Background: an optimization exercise with open tools, aiming at small area. Do not read the settings as production practice.
Only simulation tests tie the RTL to the original design; equivalence was not proved.
Power figures rest on the tool's default switching activity, not on a simulated workload.

### design.v
module Subtract(
	input wire n_rst,
	input wire clk,
	input wire signed [7:0] A,
	input wire signed [7:0] B,
	output wire signed [8:0] C,
	output wire signed [7:0] D,
	output wire signed [14:0] E,
	output wire signed [7:0] F
);
reg [7:0] a, b;
always@(posedge clk or negedge n_rst) begin
	if(!n_rst) begin
		a <= 8'd0;
		b <= 8'd0;
	end
	else begin
		a <= A;
		b <= B;
	end
end
wire s1;
assign s1 = a[0] ^ b[0];
wire c2;
assign c2 = a[0] & b[0];
wire s3;
assign s3 = a[1] ^ b[1] ^ c2;
wire c4;
assign c4 = (a[1] & b[1]) | (c2 & (a[1] ^ b[1]));
wire s5;
assign s5 = a[2] ^ b[2] ^ c4;
wire c6;
assign c6 = (a[2] & b[2]) | (c4 & (a[2] ^ b[2]));
wire s7;
assign s7 = a[3] ^ b[3] ^ c6;
wire c8;
assign c8 = (a[3] & b[3]) | (c6 & (a[3] ^ b[3]));
wire s9;
assign s9 = a[4] ^ b[4] ^ c8;
wire c10;
assign c10 = (a[4] & b[4]) | (c8 & (a[4] ^ b[4]));
wire s11;
assign s11 = a[5] ^ b[5] ^ c10;
wire c12;
assign c12 = (a[5] & b[5]) | (c10 & (a[5] ^ b[5]));
wire s13;
assign s13 = a[6] ^ b[6] ^ c12;
wire c14;
assign c14 = (a[6] & b[6]) | (c12 & (a[6] ^ b[6]));
wire s15;
assign s15 = a[7] ^ b[7] ^ c14;
wire c16;
assign c16 = (a[7] & b[7]) | (c14 & (a[7] ^ b[7]));
wire n17;
assign n17 = a[7] ^ b[7] ^ c16;
assign C = {a[7], a} + {b[7], b};
wire n18;
assign n18 = ~b[0];
wire n19;
assign n19 = ~b[1];
wire n20;
assign n20 = ~b[2];
wire n21;
assign n21 = ~b[3];
wire n22;
assign n22 = ~b[4];
wire n23;
assign n23 = ~b[5];
wire n24;
assign n24 = ~b[6];
wire n25;
assign n25 = ~b[7];
wire s26;
assign s26 = a[0] ^ n18 ^ 1'b1;
wire c27;
assign c27 = (a[0] & n18) | (1'b1 & (a[0] ^ n18));
wire s28;
assign s28 = a[1] ^ n19 ^ c27;
wire c29;
assign c29 = (a[1] & n19) | (c27 & (a[1] ^ n19));
wire s30;
assign s30 = a[2] ^ n20 ^ c29;
wire c31;
assign c31 = (a[2] & n20) | (c29 & (a[2] ^ n20));
wire s32;
assign s32 = a[3] ^ n21 ^ c31;
wire c33;
assign c33 = (a[3] & n21) | (c31 & (a[3] ^ n21));
wire s34;
assign s34 = a[4] ^ n22 ^ c33;
wire c35;
assign c35 = (a[4] & n22) | (c33 & (a[4] ^ n22));
wire s36;
assign s36 = a[5] ^ n23 ^ c35;
wire c37;
assign c37 = (a[5] & n23) | (c35 & (a[5] ^ n23));
wire s38;
assign s38 = a[6] ^ n24 ^ c37;
wire c39;
assign c39 = (a[6] & n24) | (c37 & (a[6] ^ n24));
wire s40;
assign s40 = a[7] ^ n25 ^ c39;
wire c41;
assign c41 = (a[7] & n25) | (c39 & (a[7] ^ n25));
assign D = a - b;
wire p42;
assign p42 = a[0] & b[0];
wire p43;
assign p43 = a[0] & b[1];
wire p44;
assign p44 = a[0] & b[2];
wire p45;
assign p45 = a[0] & b[3];
wire p46;
assign p46 = a[0] & b[4];
wire p47;
assign p47 = a[0] & b[5];
wire p48;
assign p48 = a[0] & b[6];
wire p49;
assign p49 = ~(a[0] & b[7]);
wire p50;
assign p50 = a[1] & b[0];
wire p51;
assign p51 = a[1] & b[1];
wire p52;
assign p52 = a[1] & b[2];
wire p53;
assign p53 = a[1] & b[3];
wire p54;
assign p54 = a[1] & b[4];
wire p55;
assign p55 = a[1] & b[5];
wire p56;
assign p56 = a[1] & b[6];
wire p57;
assign p57 = ~(a[1] & b[7]);
wire p58;
assign p58 = a[2] & b[0];
wire p59;
assign p59 = a[2] & b[1];
wire p60;
assign p60 = a[2] & b[2];
wire p61;
assign p61 = a[2] & b[3];
wire p62;
assign p62 = a[2] & b[4];
wire p63;
assign p63 = a[2] & b[5];
wire p64;
assign p64 = a[2] & b[6];
wire p65;
assign p65 = ~(a[2] & b[7]);
wire p66;
assign p66 = a[3] & b[0];
wire p67;
assign p67 = a[3] & b[1];
wire p68;
assign p68 = a[3] & b[2];
wire p69;
assign p69 = a[3] & b[3];
wire p70;
assign p70 = a[3] & b[4];
wire p71;
assign p71 = a[3] & b[5];
wire p72;
assign p72 = a[3] & b[6];
wire p73;
assign p73 = ~(a[3] & b[7]);
wire p74;
assign p74 = a[4] & b[0];
wire p75;
assign p75 = a[4] & b[1];
wire p76;
assign p76 = a[4] & b[2];
wire p77;
assign p77 = a[4] & b[3];
wire p78;
assign p78 = a[4] & b[4];
wire p79;
assign p79 = a[4] & b[5];
wire p80;
assign p80 = a[4] & b[6];
wire p81;
assign p81 = ~(a[4] & b[7]);
wire p82;
assign p82 = a[5] & b[0];
wire p83;
assign p83 = a[5] & b[1];
wire p84;
assign p84 = a[5] & b[2];
wire p85;
assign p85 = a[5] & b[3];
wire p86;
assign p86 = a[5] & b[4];
wire p87;
assign p87 = a[5] & b[5];
wire p88;
assign p88 = a[5] & b[6];
wire p89;
assign p89 = ~(a[5] & b[7]);
wire p90;
assign p90 = a[6] & b[0];
wire p91;
assign p91 = a[6] & b[1];
wire p92;
assign p92 = a[6] & b[2];
wire p93;
assign p93 = a[6] & b[3];
wire p94;
assign p94 = a[6] & b[4];
wire p95;
assign p95 = a[6] & b[5];
wire p96;
assign p96 = a[6] & b[6];
wire p97;
assign p97 = ~(a[6] & b[7]);
wire p98;
assign p98 = ~(a[7] & b[0]);
wire p99;
assign p99 = ~(a[7] & b[1]);
wire p100;
assign p100 = ~(a[7] & b[2]);
wire p101;
assign p101 = ~(a[7] & b[3]);
wire p102;
assign p102 = ~(a[7] & b[4]);
wire p103;
assign p103 = ~(a[7] & b[5]);
wire p104;
assign p104 = ~(a[7] & b[6]);
wire p105;
assign p105 = a[7] & b[7];
wire bo106;
assign bo106 = b[0] ^ 1'b0;
wire bt107;
assign bt107 = (b[1] & ~b[0] & ~1'b0) | (~b[1] & b[0] & 1'b0);
wire pp108;
assign pp108 = (bo106 & a[0]) ^ b[1];
wire pp109;
assign pp109 = ((bo106 & a[1]) | (bt107 & a[0])) ^ b[1];
wire pp110;
assign pp110 = ((bo106 & a[2]) | (bt107 & a[1])) ^ b[1];
wire pp111;
assign pp111 = ((bo106 & a[3]) | (bt107 & a[2])) ^ b[1];
wire pp112;
assign pp112 = ((bo106 & a[4]) | (bt107 & a[3])) ^ b[1];
wire pp113;
assign pp113 = ((bo106 & a[5]) | (bt107 & a[4])) ^ b[1];
wire pp114;
assign pp114 = ((bo106 & a[6]) | (bt107 & a[5])) ^ b[1];
wire pp115;
assign pp115 = ((bo106 & a[7]) | (bt107 & a[6])) ^ b[1];
wire pp116;
assign pp116 = ((bo106 & a[7]) | (bt107 & a[7])) ^ b[1];
wire ps117;
assign ps117 = ~pp116;
wire bo118;
assign bo118 = b[2] ^ b[1];
wire bt119;
assign bt119 = (b[3] & ~b[2] & ~b[1]) | (~b[3] & b[2] & b[1]);
wire pp120;
assign pp120 = (bo118 & a[0]) ^ b[3];
wire pp121;
assign pp121 = ((bo118 & a[1]) | (bt119 & a[0])) ^ b[3];
wire pp122;
assign pp122 = ((bo118 & a[2]) | (bt119 & a[1])) ^ b[3];
wire pp123;
assign pp123 = ((bo118 & a[3]) | (bt119 & a[2])) ^ b[3];
wire pp124;
assign pp124 = ((bo118 & a[4]) | (bt119 & a[3])) ^ b[3];
wire pp125;
assign pp125 = ((bo118 & a[5]) | (bt119 & a[4])) ^ b[3];
wire pp126;
assign pp126 = ((bo118 & a[6]) | (bt119 & a[5])) ^ b[3];
wire pp127;
assign pp127 = ((bo118 & a[7]) | (bt119 & a[6])) ^ b[3];
wire pp128;
assign pp128 = ((bo118 & a[7]) | (bt119 & a[7])) ^ b[3];
wire ps129;
assign ps129 = ~pp128;
wire bo130;
assign bo130 = b[4] ^ b[3];
wire bt131;
assign bt131 = (b[5] & ~b[4] & ~b[3]) | (~b[5] & b[4] & b[3]);
wire pp132;
assign pp132 = (bo130 & a[0]) ^ b[5];
wire pp133;
assign pp133 = ((bo130 & a[1]) | (bt131 & a[0])) ^ b[5];
wire pp134;
assign pp134 = ((bo130 & a[2]) | (bt131 & a[1])) ^ b[5];
wire pp135;
assign pp135 = ((bo130 & a[3]) | (bt131 & a[2])) ^ b[5];
wire pp136;
assign pp136 = ((bo130 & a[4]) | (bt131 & a[3])) ^ b[5];
wire pp137;
assign pp137 = ((bo130 & a[5]) | (bt131 & a[4])) ^ b[5];
wire pp138;
assign pp138 = ((bo130 & a[6]) | (bt131 & a[5])) ^ b[5];
wire pp139;
assign pp139 = ((bo130 & a[7]) | (bt131 & a[6])) ^ b[5];
wire pp140;
assign pp140 = ((bo130 & a[7]) | (bt131 & a[7])) ^ b[5];
wire ps141;
assign ps141 = ~pp140;
wire bo142;
assign bo142 = b[6] ^ b[5];
wire bt143;
assign bt143 = (b[7] & ~b[6] & ~b[5]) | (~b[7] & b[6] & b[5]);
wire pp144;
assign pp144 = (bo142 & a[0]) ^ b[7];
wire pp145;
assign pp145 = ((bo142 & a[1]) | (bt143 & a[0])) ^ b[7];
wire pp146;
assign pp146 = ((bo142 & a[2]) | (bt143 & a[1])) ^ b[7];
wire pp147;
assign pp147 = ((bo142 & a[3]) | (bt143 & a[2])) ^ b[7];
wire pp148;
assign pp148 = ((bo142 & a[4]) | (bt143 & a[3])) ^ b[7];
wire pp149;
assign pp149 = ((bo142 & a[5]) | (bt143 & a[4])) ^ b[7];
wire pp150;
assign pp150 = ((bo142 & a[6]) | (bt143 & a[5])) ^ b[7];
wire pp151;
assign pp151 = ((bo142 & a[7]) | (bt143 & a[6])) ^ b[7];
wire pp152;
assign pp152 = ((bo142 & a[7]) | (bt143 & a[7])) ^ b[7];
wire ps153;
assign ps153 = ~pp152;
wire [14:0] esum = {ps153, pp151, ps141, pp139, ps129, pp127, ps117, pp115, pp114, pp113, pp112, pp111, pp110, pp109, pp108} + {1'b0, 1'b1, pp150, pp149, pp138, pp137, pp126, pp125, pp124, pp123, pp122, pp121, pp120, 1'b0, b[1]} + {1'b0, 1'b0, 1'b0, 1'b1, pp148, pp147, pp136, pp135, pp134, pp133, pp132, 1'b0, b[3], 1'b0, 1'b0} + {1'b0, 1'b0, 1'b0, 1'b0, 1'b0, 1'b1, pp146, pp145, pp144, 1'b0, b[5], 1'b0, 1'b0, 1'b0, 1'b0} + {1'b0, 1'b0, 1'b0, 1'b0, 1'b0, 1'b0, 1'b1, 1'b0, b[7], 1'b0, 1'b0, 1'b0, 1'b0, 1'b0, 1'b0};
assign E = esum;
wire [7:0] uabs154 = a[7] ? -a : a;
wire d155;
assign d155 = b[0] ^ ~b[7];
wire d156;
assign d156 = b[1] ^ ~b[7];
wire d157;
assign d157 = b[2] ^ ~b[7];
wire d158;
assign d158 = b[3] ^ ~b[7];
wire d159;
assign d159 = b[4] ^ ~b[7];
wire d160;
assign d160 = b[5] ^ ~b[7];
wire d161;
assign d161 = b[6] ^ ~b[7];
wire d162;
assign d162 = b[7] ^ ~b[7];
wire ci163;
assign ci163 = ~b[7];
wire bz164;
assign bz164 = ~(|b);
wire hd165;
assign hd165 = ~bz164;
wire hd166;
assign hd166 = hd165 & d162;
wire hd167;
assign hd167 = hd166 & d161;
wire hd168;
assign hd168 = hd167 & d160;
wire hd169;
assign hd169 = hd168 & d159;
wire hd170;
assign hd170 = hd169 & d158;
wire hd171;
assign hd171 = hd170 & d157;
wire hd172;
assign hd172 = hd171 & d156;
wire [1:0] st173 = {1'b0, uabs154[7]} + {1'b0, d155} + ci163;
wire q174;
assign q174 = st173[1] & hd172;
wire r175;
assign r175 = q174 ? st173[0] : uabs154[7];
wire [2:0] st176 = {1'b0, r175, uabs154[6]} + {1'b0, d156, d155} + ci163;
wire q177;
assign q177 = st176[2] & hd171;
wire r178;
assign r178 = q177 ? st176[0] : uabs154[6];
wire r179;
assign r179 = q177 ? st176[1] : r175;
wire [3:0] st180 = {1'b0, r179, r178, uabs154[5]} + {1'b0, d157, d156, d155} + ci163;
wire q181;
assign q181 = st180[3] & hd170;
wire r182;
assign r182 = q181 ? st180[0] : uabs154[5];
wire r183;
assign r183 = q181 ? st180[1] : r178;
wire r184;
assign r184 = q181 ? st180[2] : r179;
wire [4:0] st185 = {1'b0, r184, r183, r182, uabs154[4]} + {1'b0, d158, d157, d156, d155} + ci163;
wire q186;
assign q186 = st185[4] & hd169;
wire r187;
assign r187 = q186 ? st185[0] : uabs154[4];
wire r188;
assign r188 = q186 ? st185[1] : r182;
wire r189;
assign r189 = q186 ? st185[2] : r183;
wire r190;
assign r190 = q186 ? st185[3] : r184;
wire [5:0] st191 = {1'b0, r190, r189, r188, r187, uabs154[3]} + {1'b0, d159, d158, d157, d156, d155} + ci163;
wire q192;
assign q192 = st191[5] & hd168;
wire r193;
assign r193 = q192 ? st191[0] : uabs154[3];
wire r194;
assign r194 = q192 ? st191[1] : r187;
wire r195;
assign r195 = q192 ? st191[2] : r188;
wire r196;
assign r196 = q192 ? st191[3] : r189;
wire r197;
assign r197 = q192 ? st191[4] : r190;
wire [6:0] st198 = {1'b0, r197, r196, r195, r194, r193, uabs154[2]} + {1'b0, d160, d159, d158, d157, d156, d155} + ci163;
wire q199;
assign q199 = st198[6] & hd167;
wire r200;
assign r200 = q199 ? st198[0] : uabs154[2];
wire r201;
assign r201 = q199 ? st198[1] : r193;
wire r202;
assign r202 = q199 ? st198[2] : r194;
wire r203;
assign r203 = q199 ? st198[3] : r195;
wire r204;
assign r204 = q199 ? st198[4] : r196;
wire r205;
assign r205 = q199 ? st198[5] : r197;
wire [7:0] st206 = {1'b0, r205, r204, r203, r202, r201, r200, uabs154[1]} + {1'b0, d161, d160, d159, d158, d157, d156, d155} + ci163;
wire q207;
assign q207 = st206[7] & hd166;
wire [8:0] st208 = {1'b0, st206[6], st206[5], st206[4], st206[3], st206[2], st206[1], st206[0], uabs154[0]} + {1'b0, d162, d161, d160, d159, d158, d157, d156, d155} + ci163;
wire [8:0] st209 = {1'b0, r205, r204, r203, r202, r201, r200, uabs154[1], uabs154[0]} + {1'b0, d162, d161, d160, d159, d158, d157, d156, d155} + ci163;
wire q210;
assign q210 = (q207 ? st208[8] : st209[8]) & hd165;
wire sq211;
assign sq211 = a[7] ^ b[7];
wire [7:0] qmag = {q174, q177, q181, q186, q192, q199, q207, q210};
assign F = sq211 ? -qmag : qmag;
endmodule
### flow/run.sh
#!/bin/bash
# Standard layout (the standard.sh) with two changes to synthesis:
#  - ABC maps with the area script in flow/abc_area.script
#  - port buffers are buf_1 cells
#  - clock tree: clkbuf_4 buffers, larger sink clusters, no dummy loads
#  - no full/half-adder cell extraction (ADDER_MAP_FILE empty), so ABC maps all logic
# The ORFS scripts are copied unchanged except for abc_area.script.
set -euo pipefail
cp -r "$FLOW_HOME/scripts" ./scripts_mod
cp flow/abc_area.script ./scripts_mod/abc_area.script
bash standard.sh SCRIPTS_DIR="$PWD/scripts_mod" ABC_AREA=1 ADDER_MAP_FILE= BUFFER_PORTS_ARGS="-buffer_cell sky130_fd_sc_hd__buf_1" CTS_ARGS="-sink_clustering_enable -repair_clock_nets -buf_list sky130_fd_sc_hd__clkbuf_4 -dont_use_dummy_load -sink_clustering_size 32 -sink_clustering_max_diameter 1000 -root_buf sky130_fd_sc_hd__clkbuf_4" finish > standard_flow.log 2>&1
### flow/abc_area.script
strash
&get -n
&deepsyn -T 30
&put
dch -f
amap
topo
stime -c
### standard.sh
#!/bin/bash
# synth_recipe.tcl (not shown) runs the flow's synth.tcl, then flattens the netlist and writes it again
# the make line also repeats each setting of config.mk as NAME=value (left out here)
make -C /OpenROAD-flow-scripts/flow DESIGN_CONFIG=/design/flow/config.mk WORK_HOME=/design/flow/orfs CLKGATE_MAP_FILE= SYNTH_SCRIPT=/design/flow/synth_recipe.tcl "${@:-finish}"
### config.mk
export PLATFORM = sky130hd
export DESIGN_NAME = Subtract
export DESIGN_NICKNAME = Subtract
export VERILOG_FILES = /design/flow/design.v
export SDC_FILE = /design/flow/constraint.sdc
export NUM_CORES = 4
export LEC_CHECK = 0
export ABC_AREA = 1
export CAP_MARGIN = 20
export CORE_MARGIN = 2
export CORE_UTILIZATION = 60
export PLACE_DENSITY = 0.75
export SLEW_MARGIN = 20
### constraint.sdc
create_clock -name core_clock -period 16.0 [get_ports {clk}]
set_input_delay 3.2000 -clock core_clock [delete_from_list [all_inputs] [get_ports {clk}]]
set_output_delay 3.2000 -clock core_clock [all_outputs]
set_load 0.01 [all_outputs]
==> reports/results.ini, run 1 <==
[synthesis]
seq_area_frac_synth_pct=13.3
synth_top_area_share_pct=14.0
synth_commonest_cells=nor2_1, nand2_1, o21ai_0
synth_edf_count=0
ys_top_cells_by_area=o21ai_0, dfrtp_1, nor2_1
synth_flop_cell=dfrtp_1
yosysTopAreaCell=o21ai_0
ys_ff_latch=16
synth.distinct_cells=31
ys_warn_count=1
postSynthAreaPerCell_sq_um=5.52
synth_fp_nets=563
syn-cell-area_sq_um=3010
async_flop_share_pct=100
synth_most_common_cell=nor2_1
netlist_instances=545

[placement]
gp_congestion=0.922
port-buffer-count=57
place_hpwl_mm=7.24
dpl_cell_area_sq_um=3310

[routing]
drt_first_pass_iters=5
drt-met1-wl_mm=4.00
drtIter0Drc=459
drt.antenna.violating_nets=0
routed_wl_mm=9.21
wire_per_inst_microns=13.7
drc=0
vias_per_cell=6.29
met3_length_microns=814
wl_met2_mm=4.18
routed.top_layer=met4
vias=4228

[finish]
final_nets=625
layout-drive-gt1-share_pct=0.826
fill_cells=459
fin_area_sq_um=3330
diodes=0
syn2layout_area_growth_pct=10.6
final_util_pct=69.5

[setup_path]
cpLargestDelayFamily=compound AO/OA/AOI/OAI gates
critical_path_class=reg2out
startpoint_type=flip-flop
critPathMaxStageDelay_ps=620
cp_common_cell=o21ai_0
cp_num_cells=52
cp_num_buf_inv=5
required_ps=12800
crit_fanout=23
slowest_stage=dfrtp_1
crit_arrival_ps=11450
endpoint=F[7]
worstSetupEndpointType=primary output
crit_start=b[7]

[timing]
max-slew-margin-rel_pct=35.4
setup_viol=0
max_freq_ghz=0.0683
worstMarginPinSlew_ps=959
setup_tns_ps=0
fin_crit_sh_pct=91.5
hold_viol=0
drv_slew=0
fin_crit_ps=14650
rsz0062_at_grt=no

[clock_network]
cts_root_buf=clkbuf_4
clkTransAtPathRegs_ps=80
cts_hold_buf=0
clockBufferDepth=2
cts_buffers=3
cts_setup_buffers=0
ctsResizeCount=0
h-tree-depth=1
cts_sinks=16
cts_tree=yes

[global_route]
grtUsageTotal_pct=32.7
overflow=0
antenna_found_initial=0
grt_first_pass_wirelength_mm=14.7
grt_pass1_vias=3359
grt_max_degree=25

[floorplanning]
die-area_sq_um=5600
die_w_microns=74.8
initial_core_util_pct=62.8
coreArea_sq_um=4790
io_pins=58
rows=25
die_y_microns=74.8

[power]
clkPwrFrac_pct=7.1
peakVddDrop_uv=74.9
power_density_nw_per_um2=82.0
fin_total_pwr_mw=0.273
p_comb_share_pct=75.5
pwr-share-seq_pct=17.4
power_leakage_nw=1.20
intPower_mw=0.123
p_sw_share_pct=54.9
switchingPower_mw=0.150

[outcome]
run_status=timing/DRC/antenna clean

[min_path]
worstHoldPathType=in2async

[run]
max_cap_violations=0

cells by family after synthesis:
| group | after synthesis | synth area share (%) |
|---|---|---|
| compound gates | 267 | 52.5 |
| buf+inv | 44 | 5.74 |
| flops | 16 | 13.3 |
| simple gates | 218 | 28.4 |
per-stage QoR:
step	cells	setup WS, ps	hold slack, ps
2_1_floorplan	545	3680	2900
3_3_place_gp	669	2590	3290
3_5_place_dp	669	2000	3290
4_1_cts	672	1630	2990
5_1_grt	672	183	3000
6_report	672	1350	2970
layout make-up:
cell class	count	area [sq um]	share of cell area, %
multi-input combinational	485	2430	73.2
tap	67	83.8	2.52
timing repair buffer	59	229	6.88
clock buffer	3	22.5	0.677
inverter	42	158	4.74
sequential	16	400	12.0
cell usage in the layout (no fill, tap or decap), drive strengths merged, types with 3 or more instances in the layout:
cell type,count
nand2,95
o21a,27
nor3,3
clkbuf,3
a221oi,4
a22oi,7
a211oi,3
nor2,106
or3,3
a31oi,5
o22ai,51
a21oi,69
o221ai,5
dfrtp,16
clkinv,42
o21ai,84
buf,59
flip-flops by register name, indices dropped and copies added (netlist names):
| name | count |
|---|---|
| a | 8 |
| b | 8 |
layer usage:
metal / up-vias / track usage, %
met2: 231 / 54.2
met1: 1820 / 45.2
met4: 0 / 9.72
met5: - / 0
met3: 25 / 3.35
li1: 2152 / -
worst min-delay path by stage:
| stage | from | to | slack [ps] |
|---|---|---|---|
| after floorplan | n_rst | a[0] | 2900 |
| after global placement | n_rst | b[5] | 3290 |
| after detailed placement | n_rst | b[4] | 3290 |
| after CTS | n_rst | b[4] | 2990 |
| after global routing | A[2] | a[2] | 3000 |
| final | n_rst | b[4] | 2970 |
power groups by stage:
stage                     logic [mW]  registers [mW]  clock network (mW)
after CTS                      0.204          0.0471              0.0200
after global routing           0.233          0.0477              0.0224
after detailed placement       0.203          0.0479                   0
final                          0.206          0.0475              0.0193
after global placement         0.197          0.0478                   0
after floorplan                0.155          0.0464                   0
==> run 2: changes to the inputs <==
--- a/flow/run.sh
+++ b/flow/run.sh
@@ -10,2 +10,2 @@
 cp flow/abc_area.script ./scripts_mod/abc_area.script
-bash standard.sh SCRIPTS_DIR="$PWD/scripts_mod" ABC_AREA=1 ADDER_MAP_FILE= BUFFER_PORTS_ARGS="-buffer_cell sky130_fd_sc_hd__buf_1" CTS_ARGS="-sink_clustering_enable -repair_clock_nets -buf_list sky130_fd_sc_hd__clkbuf_4 -dont_use_dummy_load -sink_clustering_size 32 -sink_clustering_max_diameter 1000 -root_buf sky130_fd_sc_hd__clkbuf_4" finish > standard_flow.log 2>&1
+bash standard.sh SCRIPTS_DIR="$PWD/scripts_mod" ABC_AREA=1 ADDER_MAP_FILE= BUFFER_PORTS_ARGS="-buffer_cell sky130_fd_sc_hd__buf_1" CTS_ARGS="-sink_clustering_enable -repair_clock_nets -buf_list sky130_fd_sc_hd__clkbuf_4 -dont_use_dummy_load -sink_clustering_size 20 -sink_clustering_max_diameter 200" finish > standard_flow.log 2>&1
==> reports/results.ini, run 2 <==
[floorplanning]
coreArea_sq_um=4790
die-area_sq_um=5600
die_w_microns=74.8
die_y_microns=74.8
io_pins=58
initial_core_util_pct=62.8
rows=25

[finish]
fin_area_sq_um=3330
fill_cells=459
multi_input_area_sq_um=2430
stdcell_count=672
layout_commonest_cell=nor2_1
syn2layout_area_growth_pct=10.6
layout-drive-gt1-share_pct=0.826
final_cell_mix=nor2_1, nand2_1, o21ai_0
largestRegisters=a x8, b x8
seqCellArea_sq_um=400
diodes=0
final_nets=625

[synthesis]
synth_flop_cell=dfrtp_1
synth_commonest_cells=nor2_1, nand2_1, o21ai_0
postSynthAreaPerCell_sq_um=5.52
synth_top_area_share_pct=14.0
ys_top_cells_by_area=o21ai_0, dfrtp_1, nor2_1
netlist_instances=545
yosysTopAreaCell=o21ai_0
async_flop_share_pct=100
synth_edf_count=0
synth_most_common_cell=nor2_1
synth_fp_nets=563
ys_ff_latch=16
ys_warn_count=1
synth.distinct_cells=31
syn-cell-area_sq_um=3010
seq_area_frac_synth_pct=13.3

[power]
pwr-share-seq_pct=17.4
p_sw_share_pct=54.9
peakVddDrop_uv=74.9
power_leakage_nw=1.20
intPower_mw=0.123
power_density_nw_per_um2=82.0
p_comb_share_pct=75.5
switchingPower_mw=0.150
clkPwrFrac_pct=7.1

[global_route]
busiest_layer=met2
grt_first_pass_wirelength_mm=14.7
grtUsageTotal_pct=32.7
grt_use_met1_pct=45.2
antenna_found_initial=0
grt_max_degree=25
grt_pass1_vias=3359
grt.met2_usage_pct=54.2
use_met3_pct=3.35
overflow=0

[placement]
place_hpwl_mm=7.24
dpl_cell_area_sq_um=3310
port-buffer-count=57
gp_congestion=0.922
dp_cells=669
preCtsSetupSlack_ps=2000

[routing]
vias=4228
drt.antenna.violating_nets=0
drc=0
wire_per_inst_microns=13.7
routed_wl_mm=9.21
vias_per_cell=6.29
drtIter0Drc=459
drt_first_pass_iters=5

[timing]
max-slew-margin-rel_pct=35.4
worstMarginPinSlew_ps=959
fin_crit_ps=14650
setup_tns_ps=0
fin_crit_sh_pct=91.5
rsz0062_at_grt=no
setup_viol=0
hold_viol=0
setup_ws_ps=1350
drv_slew=0
max_freq_ghz=0.0683

[setup_path]
startpoint_type=flip-flop
worstSetupEndpointType=primary output
endpoint=F[7]
cp_common_cell=o21ai_0
critPathMaxStageDelay_ps=620
critical_path_class=reg2out
crit_start=b[7]
required_ps=12800
crit_arrival_ps=11450
crit_fanout=23
slowest_stage=dfrtp_1

[clock_network]
ctsResizeCount=0
cts_tree=yes
cts_buffers=3
clockBufferDepth=2
h-tree-depth=1
cts_root_buf=clkbuf_4
cts_sinks=16
cts_hold_buf=0
clkTransAtPathRegs_ps=80
cts_setup_buffers=0

[outcome]
run_status=timing/DRC/antenna clean

[min_path]
worstHoldPathType=in2async

[run]
max_cap_violations=0

==> run 2: cell type report <==
type | count | area share (%)
clock buffer | 3 | 0.677
sequential | 16 | 12.0
multi-input combinational | 485 | 73.2
timing repair buffer | 59 | 6.88
inverter | 42 | 4.74
tap | 67 | 2.52
==> run 2: kinds of logic after synthesis <==
group	count (synthesis)	share of synthesized area (%)
AO/OA/AOI/OAI	267	52.5
flip-flops	16	13.3
AND/OR/NAND/NOR	218	28.4
buffers and inverters	44	5.74
==> run 2: per-stage QoR <==
stage	power [mW]	hold slack (ps)	utilization [%]
global placement	0.245	3290	69.1
CTS	0.271	2990	69.5
floorplan	0.202	2900	-
detailed placement	0.251	3290	69.1
global route	0.303	3000	69.5
finish	0.273	2970	69.5
==> run 2: routing by layer <==
layer | vias to the layer above | part of all wire (%)
li1 | 2152 | -
met2 | 231 | 45
met5 | - | 0
met3 | 25 | 8.8
met4 | 0 | 2.3
met1 | 1820 | 43
==> run 2: worst max-delay path, delay by kind of cell (launching register included) <==
| family | cells | cell delay [ps] |
|---|---|---|
| compound gates | 30 | 6580 |
| flops | 1 | 620 |
| simple gates | 17 | 2780 |
| buf+inv | 5 | 1210 |
==> run 2: worst min-delay path by stage <==
stage | slack, ps | end | cells after the start | start
final | 2970 | b[4] | 1 | n_rst
after global routing | 3000 | a[2] | 1 | A[2]
after CTS | 2990 | b[4] | 1 | n_rst
after detailed placement | 3290 | b[4] | 1 | n_rst
after global placement | 3290 | b[5] | 1 | n_rst
after floorplan | 2900 | a[0] | 0 | n_rst
==> run 2: power by group through the flow <==
stage	logic (mW)	registers, mW	clock network [mW]
after floorplan	0.155	0.0464	0
after global placement	0.197	0.0478	0
after detailed placement	0.203	0.0479	0
after CTS	0.204	0.0471	0.0200
after global routing	0.233	0.0477	0.0224
final	0.206	0.0475	0.0193

==> afterwards: timing with drivers on the ports <==
The flow's constraints put no driver on any port. The routed layouts listed below were extracted and timed again, unchanged, in two steps.
Step 1 assumes that a clkbuf_16 drives the clock port and a buf_2 every other input.
Step 2 moves the port delays by t, midway between the first and last clock arrival at a register: inputs arrive t later, outputs are due t later. That takes back most of the time a late clock gives input paths.
Three values: ideal, step 1, step 2; two values: the first two.
run | shift t [ns] | setup WS [ns] | pins driven straight from the clock port
run 1 | 0.289 | 1.353 / 1.337 / 1.626 | 1
run 2 | 0.289 | 1.353 / 1.337 / 1.626 | 1
After both steps setup and hold are still met in every run listed.
